Context: an optimization exercise on an open-source flow, tuned for small area. The choices shown serve that exercise and are no tape-out recipe.
In this exercise RTL edits were held to simulation tests only and were not proved equivalent to the original.
The clock port is modelled as an ideal driver, which makes a skipped or thinned clock tree look cheaper than it is; a real chip needs a root buffer or a tree.
Power is estimated from default activity; no workload was simulated.

==> flow/design.v <==
`timescale 1ns / 1ps
`default_nettype none
module TOP_1(
	input wire clk,
	input wire rst,
	input wire [7:0] entrada_dados,
	input wire dados_valid,
	output wire PWM_signal,
	output wire dados_lidos
	);
	reg        ps;       
	reg        pt;       
	reg        crd;      
	reg        dg;       
	reg  [6:0] cv;       
	reg        sd;       
	reg        cvo;      
	reg        q;        
	reg        b;
	reg [11:0] x;
	reg  [2:0] col;
	assign PWM_signal  = ps;
	assign dados_lidos = cvo;
	wire tf   = x[11] | x[10];           
	wire wp   = !tf & !b;                
	wire d3   = !tf & b;                 
	wire c125 = (cv == 7'b1110000);
	wire c60  = (cv == 7'b0111000);
	wire c24  = (cv == 7'b0111100);
	wire sf   = |cv;                     
	wire wrap = sf & c125;
	wire rR   = pt & !crd;
	wire s3   = d3 | rR;
	wire s2   = !s3 & q;
	wire s1   = !s3 & !q & cvo;
	wire take = s2 & dados_valid;
	wire gend = x[11] & x[10] & x[8] & x[7] & x[6] & x[1];   
	wire [12:0] xc;
	assign xc[0] = take | tf;
	genvar gi;
	generate for (gi = 0; gi < 12; gi = gi + 1) begin : g_inc
		assign xc[gi+1] = xc[gi] & x[gi];
	end endgenerate
	wire [11:0] xinc = x ^ xc[11:0];
	always @(posedge clk) begin
		crd <= pt;
		sd <= entrada_dados[col];
		q <= s3 | (q & !dados_valid);
		if (sf && !c125 && !rst)
			cv <= {cv[5:0], (cv[6] ^ cv[5])};
		else
			cv <= {wp && !rst, 6'd0};
		if (rst || gend)
			x <= 12'd624 | {11'd0, (b | take) & !rst};
		else
			x <= xinc;
		if (rst) begin
			ps  <= 0;
			pt  <= 0;
			dg  <= 0;
			cvo <= 0;
			b   <= 1;
			col <= 0;
		end else begin
			if (cvo && !q)       
				dg <= sd;
			if (wrap)
				pt <= 1;
			else if (cvo)
				pt <= 0;
			if (!sf || c125)
				ps <= wp;
			else if ((c24 && !dg) || c60)
				ps <= 0;
			if (s1)
				cvo <= 0;
			else if (take)
				cvo <= 1;
			b <= tf & (gend | b | take);
			if (xc[10] && !tf)   
				col <= col + 3'd1;
		end
	end
endmodule
`default_nettype wire
==> flow/flow/run.sh <==
#!/bin/bash
# Layout: the standard flow (standard.sh, standard synthesis), with:
#  - port buffers of sky130_fd_sc_hd__buf_1 (one per input and output port, as standard);
#  - clock tree synthesis without dummy balancing loads, and a POST_CTS hook
#    (flow/post_cts.tcl) that drives all flip-flops from the tree's root buffer
#    (a buf_12) and gives each logic cell the smallest drive of its family.
# make's output goes to standard_flow.log; each ORFS step logs to orfs/logs/.
set -euo pipefail
here=$(pwd)
bash standard.sh \
  "BUFFER_PORTS_ARGS=-buffer_cell sky130_fd_sc_hd__buf_1" \
  "CTS_ARGS=-sink_clustering_enable -repair_clock_nets -dont_use_dummy_load -buf_list sky130_fd_sc_hd__clkbuf_4" \
  "POST_CTS_TCL=$here/flow/post_cts.tcl" \
  finish > standard_flow.log 2>&1
==> flow/flow/post_cts.tcl <==
# POST_CTS hook: drive all flip-flops from one clock buffer (a buf_12), and use the
# smallest drive strength of each logic cell (the clock period has ample slack).
set block [ord::get_db_block]
set db [ord::get_db]

# --- clock: the tree is port -> root buffer -> leaf buffers -> flip-flops
set clknet [[$block findBTerm clk] getNet]
set root ""
foreach it [$clknet getITerms] { if {[$it isInputSignal]} { set root [$it getInst] } }
set rootout ""
foreach it [$root getITerms] { if {[$it isOutputSignal]} { set rootout [$it getNet] } }
set leaves {}
foreach it [$rootout getITerms] {
  set inst [$it getInst]
  if {$inst ne $root && [string match "*clkbuf*" [[$inst getMaster] getName]]} { lappend leaves $inst }
}
foreach leaf $leaves {
  set lout ""
  foreach it [$leaf getITerms] { if {[$it isOutputSignal]} { set lout [$it getNet] } }
  foreach it [$lout getITerms] {
    if {[$it getInst] eq $leaf} continue
    $it disconnect
    $it connect $rootout
  }
  puts "post_cts: removed clock buffer [$leaf getName]"
  odb::dbInst_destroy $leaf
  odb::dbNet_destroy $lout
}
$root swapMaster [$db findMaster sky130_fd_sc_hd__buf_12]
puts "post_cts: clock root [$root getName] is [[$root getMaster] getName]"

# --- logic cells: smallest-area master of the same family (name without _N)
set smallest [dict create]
foreach lib [$db getLibs] {
  foreach m [$lib getMasters] {
    set n [$m getName]
    if {![regexp {^(sky130_fd_sc_hd__[a-z0-9]+)_[0-9]+$} $n -> fam]} continue
    if {[lsearch -exact $::env(DONT_USE_CELLS) $n] >= 0} continue
    set a [expr {[$m getWidth] * [$m getHeight]}]
    if {![dict exists $smallest $fam] || $a < [lindex [dict get $smallest $fam] 1]} { dict set smallest $fam [list $m $a] }
  }
}
foreach inst [$block getInsts] {
  set m [$inst getMaster]
  set n [$m getName]
  if {[$m getType] ne "CORE"} continue
  if {[$m isSequential] || $inst eq $root} continue
  if {[string match "*clkbuf*" $n] || [string match "*tap*" $n]} continue
  if {![regexp {^(sky130_fd_sc_hd__[a-z0-9]+)_[0-9]+$} $n -> fam]} continue
  if {![dict exists $smallest $fam]} continue
  set sm [lindex [dict get $smallest $fam] 0]
  if {$sm ne $m && [lindex [dict get $smallest $fam] 1] < [$m getWidth] * [$m getHeight]} {
    puts "post_cts: [$inst getName] $n -> [$sm getName]"
    $inst swapMaster $sm
  }
}
detailed_placement
check_placement -verbose
==> flow/standard.sh <==
#!/bin/bash
# synth_recipe.tcl (not shown) runs the flow's synth.tcl, then flattens the netlist and writes it again
# the make line also repeats each setting of config.mk as NAME=value (left out here)
make -C /OpenROAD-flow-scripts/flow DESIGN_CONFIG=/design/flow/config.mk WORK_HOME=/design/flow/orfs CLKGATE_MAP_FILE= SYNTH_SCRIPT=/design/flow/synth_recipe.tcl "${@:-finish}"
==> flow/config.mk <==
export PLATFORM = sky130hd
export DESIGN_NAME = TOP_1
export DESIGN_NICKNAME = TOP_1
export VERILOG_FILES = /design/flow/design.v
export SDC_FILE = /design/flow/constraint.sdc
export NUM_CORES = 4
export LEC_CHECK = 0
export CAP_MARGIN = 20
export CORE_AREA = 2 2 58 58
export CTS_BUF_LIST = sky130_fd_sc_hd__clkbuf_4
export DIE_AREA = 0 0 60 60
export SLEW_MARGIN = 20
==> flow/constraint.sdc <==
create_clock -name core_clock -period 10.0 [get_ports {clk}]
set_input_delay 2.0000 -clock core_clock [delete_from_list [all_inputs] [get_ports {clk}]]
set_output_delay 2.0000 -clock core_clock [all_outputs]
set_load 0.01 [all_outputs]
==> impl_metrics.ini, run 1 <==
[status]
status = no timing/DRC/antenna violations

[sta]
setup_ws_ns = 5.456
hold_ws_ns = 0.3641
rsz0062_at_grt = false
setup-tns-final_ns = 0
fmax_mhz = 220.1
worst_pin_slew_ns = 0.9473
relSlewSlack = 0.3685
slew_violations = 0
min_period_over_period = 0.4544
finalClockSkew_ns = 0.006235
min_period_ns = 4.544
setup_viol = 0
finalHoldViolations = 0

[synthesis]
syn-num-nets = 134
synth_area_leaders = dfxtp_1, ha_1, mux4_1, and2_1, nor2_1
yosysWarnings = 1
synth-edff-count = 0
ys.flop_type = dfxtp_1
muxShareOfSynthArea = 0.06114
synthSimpleGateAreaFrac = 0.1938
synth-seq-cells = 30
synth_commonest_cells = dfxtp_1, ha_1, nor2_1
synth_top_area_cell = dfxtp_1
netlist.area_leader.share = 0.4974
yosys.cell_types.count = 35
synth_top_family_by_area = simple AND/OR/NAND/NOR gates
synth_compound_area_frac = 0.08394
syn_inst = 111
ys_seq_area_frac = 0.4974
synth-adder-area-share = 0.1244
synth_async_sr_flop_share = 0
synthXorXnorAreaFrac = 0.02902
synth_most_common_cell = dfxtp_1
syn_area_per_cell_sq_um = 10.88
syn_area_sq_um = 1207

[floorplanning]
die_area_sq_um = 3600
dieHeight_um = 60
pin_count = 13
dieWidth_um = 60
rows = 20
core_sq_um = 3028
start_util = 0.3988

[placement]
dp_hpwl_mm = 1.375
port_buffers = 12
routabilityCongestion = 0.7652
preCtsSetupSlack_ns = 5.279

[route]
drc = 0
dr.pass1.iters = 5
vias = 822
wl_per_cell_um = 11.12
postRouteWirelength_mm = 1.846
ant_nets = 0
drtIter0Drc = 64
viasPerCell = 4.952

[worst_setup_path]
startpoint = dados_valid
end_kind = register
critPathLaunchType = input pin
setup.worst_path.class = in2reg
worstReg2RegStart = x[11]
cp.arrival_ns = 4.54
cp_data_required_time_ns = 10.00
path_max_fanout = 4

[min_path]
hp-start = pt
hp-class = reg2reg

[global_route]
grt-ovfl-total = 0
grt_pass1_vias = 746
grt_pass1_wl_mm = 3.180
antenna_found_initial = 0
grt_usage = 0.1386
grt_start_max_net_pins = 31

[finish]
fin_nets = 147
diodes = 0
fillerInstances = 303
area_delta_synth_final_pct = 8.083
drive_gt1_frac = 0.03279

[job]
drv_cap = 0

[power_and_ir_drop]
ir_worst_vdd_mv = 0.04828
pwr_density_cell_nw_per_um2 = 137.3
p_leak_uw = 0.0005217

[cts]
clk_pin_slew_ns = 0.11
numClockSinks = 30
clk_latency_ns = 0.14
==> per-layer routing <==
metal | track usage | up-vias | part of all wire
li1 | - | 415 | -
met1 | 0.1968 | 389 | 0.47
met2 | 0.2376 | 18 | 0.48
met3 | 0.01948 | 0 | 0.048
met4 | 0 | 0 | 0
met5 | 0 | - | 0
==> worst paths after layout <==
check,endpoint,slack [ns],cells after the start
min,crd,0.36,0
max reg2reg,x[11],6.70,15
min reg2reg,crd,0.36,0
max,x[11],5.46,16
==> flip-flops by register name, indices dropped and copies added, names as in the netlist <==
name / count
x: 12
cvo: 1
pt: 1
cv: 7
dg: 1
col: 3
sd: 1
q: 1
ps: 1
b: 1
crd: 1
==> worst max-delay path, stage by stage <==
cell and delay [ns]:
buf_1 0.09, nand2_1 0.08, o31ai_1 0.07, ha_1 0.21, ha_1 0.17, ha_1 0.18, ha_1 0.18, ha_1 0.18
ha_1 0.19, ha_1 0.19, ha_1 0.19, ha_1 0.18, ha_1 0.23, ha_1 0.20, xnor2_1 0.14, nor3_1 0.06
==> layout by cell type (no fill, tap or decap), drive strengths merged, types with 2 or more instances in the layout <==
cell,netlist,routed
dfxtp,30,30
buf,2,13
ha,12,12
nor2,10,10
nor2b,6,6
and2,6,6
a21oi,5,5
nand2,4,4
or3,4,4
mux4,2,2
o21ai,2,2
o21bai,2,2
nor3,2,2
nand3,2,2
xor2,2,2
xnor2,2,2
==> cell type report <==
type / count / area (sq um) / share of cell area
clock buffers: 1 / 20.02 / 0.01534
repair buffers: 12 / 45.04 / 0.03452
well taps: 44 / 55.05 / 0.04219
inverters: 1 / 3.754 / 0.002876
flip-flops and latches: 30 / 600.6 / 0.4602
multi-input cells: 78 / 580.6 / 0.4449
==> power by group <==
group | switching, uW | total [uW] | leakage (uW) | internal (uW)
Sequential | 1.74 | 124 | 0.000244 | 122
Combinational | 5.70 | 10.7 | 0.000268 | 5.00
Clock | 28.4 | 44.8 | 0.00000940 | 16.4
Total | 35.9 | 179 | 0.000522 | 143
==> stage by stage <==
stage               power (uW)  area (sq um)  utilization  cells
finish                   179.2          1305       0.4310    166
global route             187.6          1305       0.4310    166
detailed placement       137.4          1299       0.4289    165
global placement         137.0          1299       0.4289    165
floorplan                133.7          1207            -    111
==> logic make-up (layout without fill, tap and decap cells) <==
group	after synthesis	count (layout)
adders and majority gates	12	12
xor gates and xnor gates	4	4
buffers and inverters	3	14
and+or+nand+nor	42	42
muxes	4	4
AOI/OAI and AO/OA	16	16
DFF	30	30
==> inputs of run 2 (changes only) <==
--- a/flow/design.v
+++ b/flow/design.v
@@ -24,9 +24,9 @@
 	wire tf   = x[11] | x[10];           
 	wire wp   = !tf & !b;                
 	wire d3   = !tf & b;                 
-	wire c125 = (cv == 7'b1110000);
-	wire c60  = (cv == 7'b0111000);
-	wire c24  = (cv == 7'b0111100);
+	wire c125 = (cv == 7'b1100000);
+	wire c60  = (cv == 7'b1110001);
+	wire c24  = (cv == 7'b1111001);
 	wire sf   = |cv;                     
 	wire wrap = sf & c125;
 	wire rR   = pt & !crd;
@@ -49,7 +49,7 @@
 		if (sf && !c125 && !rst)
 			cv <= {cv[5:0], (cv[6] ^ cv[5])};
 		else
-			cv <= {wp && !rst, 6'd0};
+			cv <= {6'd0, wp && !rst};
 		if (rst || gend)
 			x <= 12'd624 | {11'd0, (b | take) & !rst};
 		else
==> impl_metrics.ini, run 2 <==
[status]
status = no timing/DRC/antenna violations

[worst_setup_path]
setup.worst_path.class = in2reg
critPathLaunchType = input pin
cp_data_required_time_ns = 10.00
startpoint = dados_valid
slowest_stage = ha_1
crit_chain = buf_1, nand2_1, o31ai_1, ha_1, ha_1, ha_1, ha_1, ha_1, ha_1, ha_1, ha_1, ha_1, ha_1, ha_1, xnor2_1, nor3_1
end_kind = register
path_max_fanout = 4
slowest_delay_ns = 0.24
crit_top_cell = ha_1
worstReg2RegStart = x[11]
cp.arrival_ns = 4.55

[sta]
setup-tns-final_ns = 0
slew_violations = 0
setup_viol = 0
finalClockSkew_ns = 0.002489
relSlewSlack = 0.3847
rsz0062_at_grt = false
worst_pin_slew_ns = 0.9229
fmax_mhz = 220.1
hold_ws_ns = 0.3791
min_period_over_period = 0.4544
min_period_ns = 4.544
finalHoldViolations = 0

[route]
drc = 0
viasPerCell = 4.916
wl_per_cell_um = 12.13
vias = 821
dr.pass1.iters = 4
drtIter0Drc = 114
postRouteWirelength_mm = 2.026
ant_nets = 0

[power_and_ir_drop]
intPower_uw = 143.0
power_switching_uw = 37.14
p_sw_frac = 0.2062
ir_worst_vdd_mv = 0.08133
pwr_density_cell_nw_per_um2 = 139.1
p_comb_frac = 0.059
seq_power_share = 0.687
pwr-share-clk = 0.254
p_leak_uw = 0.0005159

[finish]
multi_input_area_sq_um = 566.8
top_register = x
reg.largest.list = x: 12 flops, cv: 7 flops, col: 3 flops
final_common_cell = dfxtp_1
final_cell_mix = dfxtp_1, ha_1, buf_1
drive_gt1_frac = 0.03252
regArea_sq_um = 600.6
diodes = 0
largest_reg_flops = 12
area_delta_synth_final_pct = 8.037
fin_nets = 148
fillerInstances = 288

[floorplanning]
dieWidth_um = 60
die_area_sq_um = 3600
pin_count = 13
core_sq_um = 3028
rows = 20
dieHeight_um = 60
start_util = 0.3959

[global_route]
grt_pass1_wl_mm = 3.325
grt_start_max_net_pins = 31
grt_pass1_vias = 778
top_usage_layer = met2
grt_use_met1 = 0.1919
antenna_found_initial = 0
grt-ovfl-total = 0
grt_usage = 0.1476
grt_use_met2 = 0.2562
met3_usage = 0.01948

[synthesis]
syn_area_per_cell_sq_um = 10.70
synth-edff-count = 0
synth_top_area_cell = dfxtp_1
syn_inst = 112
syn_area_sq_um = 1199
netlist.area_leader.share = 0.5010
synth-seq-cells = 30
synth_area_leaders = dfxtp_1, ha_1, mux4_2, and2_1, nor2_1
synth_most_common_cell = dfxtp_1
synth_commonest_cells = dfxtp_1, ha_1, nor2_1
ys.flop_type = dfxtp_1
ys_seq_area_frac = 0.5010
syn-num-nets = 135
yosys.cell_types.count = 30
yosysWarnings = 1
synth_async_sr_flop_share = 0

[placement]
routabilityCongestion = 0.7328
port_buffers = 12
dp_hpwl_mm = 1.497

[min_path]
hp-class = reg2reg
hp-start = pt

[job]
drv_cap = 0

[cts]
clk_latency_ns = 0.14
numClockSinks = 30
clk_pin_slew_ns = 0.11
run 2: cells by family after synthesis:
family                   after synthesis  synth area share
flip-flops                            30            0.5010
adder cells (fa/ha/maj)               12            0.1253
XOR/XNOR                               4           0.02923
AO/OA/AOI/OAI                         13           0.06889
AND/OR/NAND/NOR                       45            0.2067
multiplexers                           4           0.05532
buffers and inverters                  4           0.01357
run 2: final timing paths:
kind	cells past startpoint	endpoint	slack [ns]
setup / recovery	16	x[11]	5.46
hold / removal	0	crd	0.38
setup reg to reg	15	x[11]	6.70
hold reg to reg	0	crd	0.38
run 2: final cells by class:
cell class,count,share of cell area
Sequential cell,30,0.4638
Tap cell,44,0.04251
Timing Repair Buffer,12,0.03478
Multi-Input combinational cell,78,0.4377
Clock buffer,1,0.01546
Inverter,2,0.005797
run 2: power groups by stage:
stage | logic (uW) | registers, uW | clock network [uW]
floorplan | 7.76 | 127 | 0
global placement | 11.1 | 127 | 0
detailed placement | 11.7 | 127 | 0
global route | 12.2 | 124 | 50.5
finish | 10.6 | 124 | 45.7
run 2: layer usage:
metal,part of all wire,vias to the layer above
met5,0,-
met4,0.017,0
met1,0.44,379
li1,-,416
met2,0.50,20
met3,0.048,6
run 2: critical path, delay by kind of cell:
kind / cells / cell delay (ns)
xor gates and xnor gates: 1 / 0.13
and+or+nand+nor: 2 / 0.14
AOI/OAI and AO/OA: 1 / 0.08
adders and majority gates: 11 / 2.11
buffers and inverters: 1 / 0.09
run 2: stage by stage:
step                      total power (uW)  area, sq um  utilization  setup WS [ns]  instances
final                                180.1         1295       0.4277          5.456        167
after global routing                 186.8         1295       0.4277          5.233        167
after detailed placement             138.3         1290       0.4260          5.276        166
after global placement               137.7         1290       0.4260          5.358        166
after floorplan                      134.3         1199            -          5.610        112

[port drivers added, routing unchanged]
Ports are ideal in the flow. The routed layouts listed here were re-timed in OpenROAD. Step 1 sets driving cells, clkbuf_16 on the clock port and buf_2 on the other inputs (assumed; they add their load-dependent delay and slew). Step 2, shift: input delay + t, output delay - t, t = (earliest + latest rising clock arrival at the registers) / 2. This alone moves slack from input paths to output paths. Three values: ideal ports, drivers, drivers and shift; two values: the first two.
run | t (ns) | slack for setup (ns) | clock arrival spread, ns
run 1 | 0.166 | 5.456 / 5.462 / 5.296 | 0.007 / 0.006
run 2 | 0.170 | 5.456 / 5.459 / 5.289 | 0.002 / 0.002
After both steps setup and hold are still met in every run listed. For run 2, which loses most, drivers alone change the setup slack by +0.003 ns; drivers and shift together by -0.167 ns.
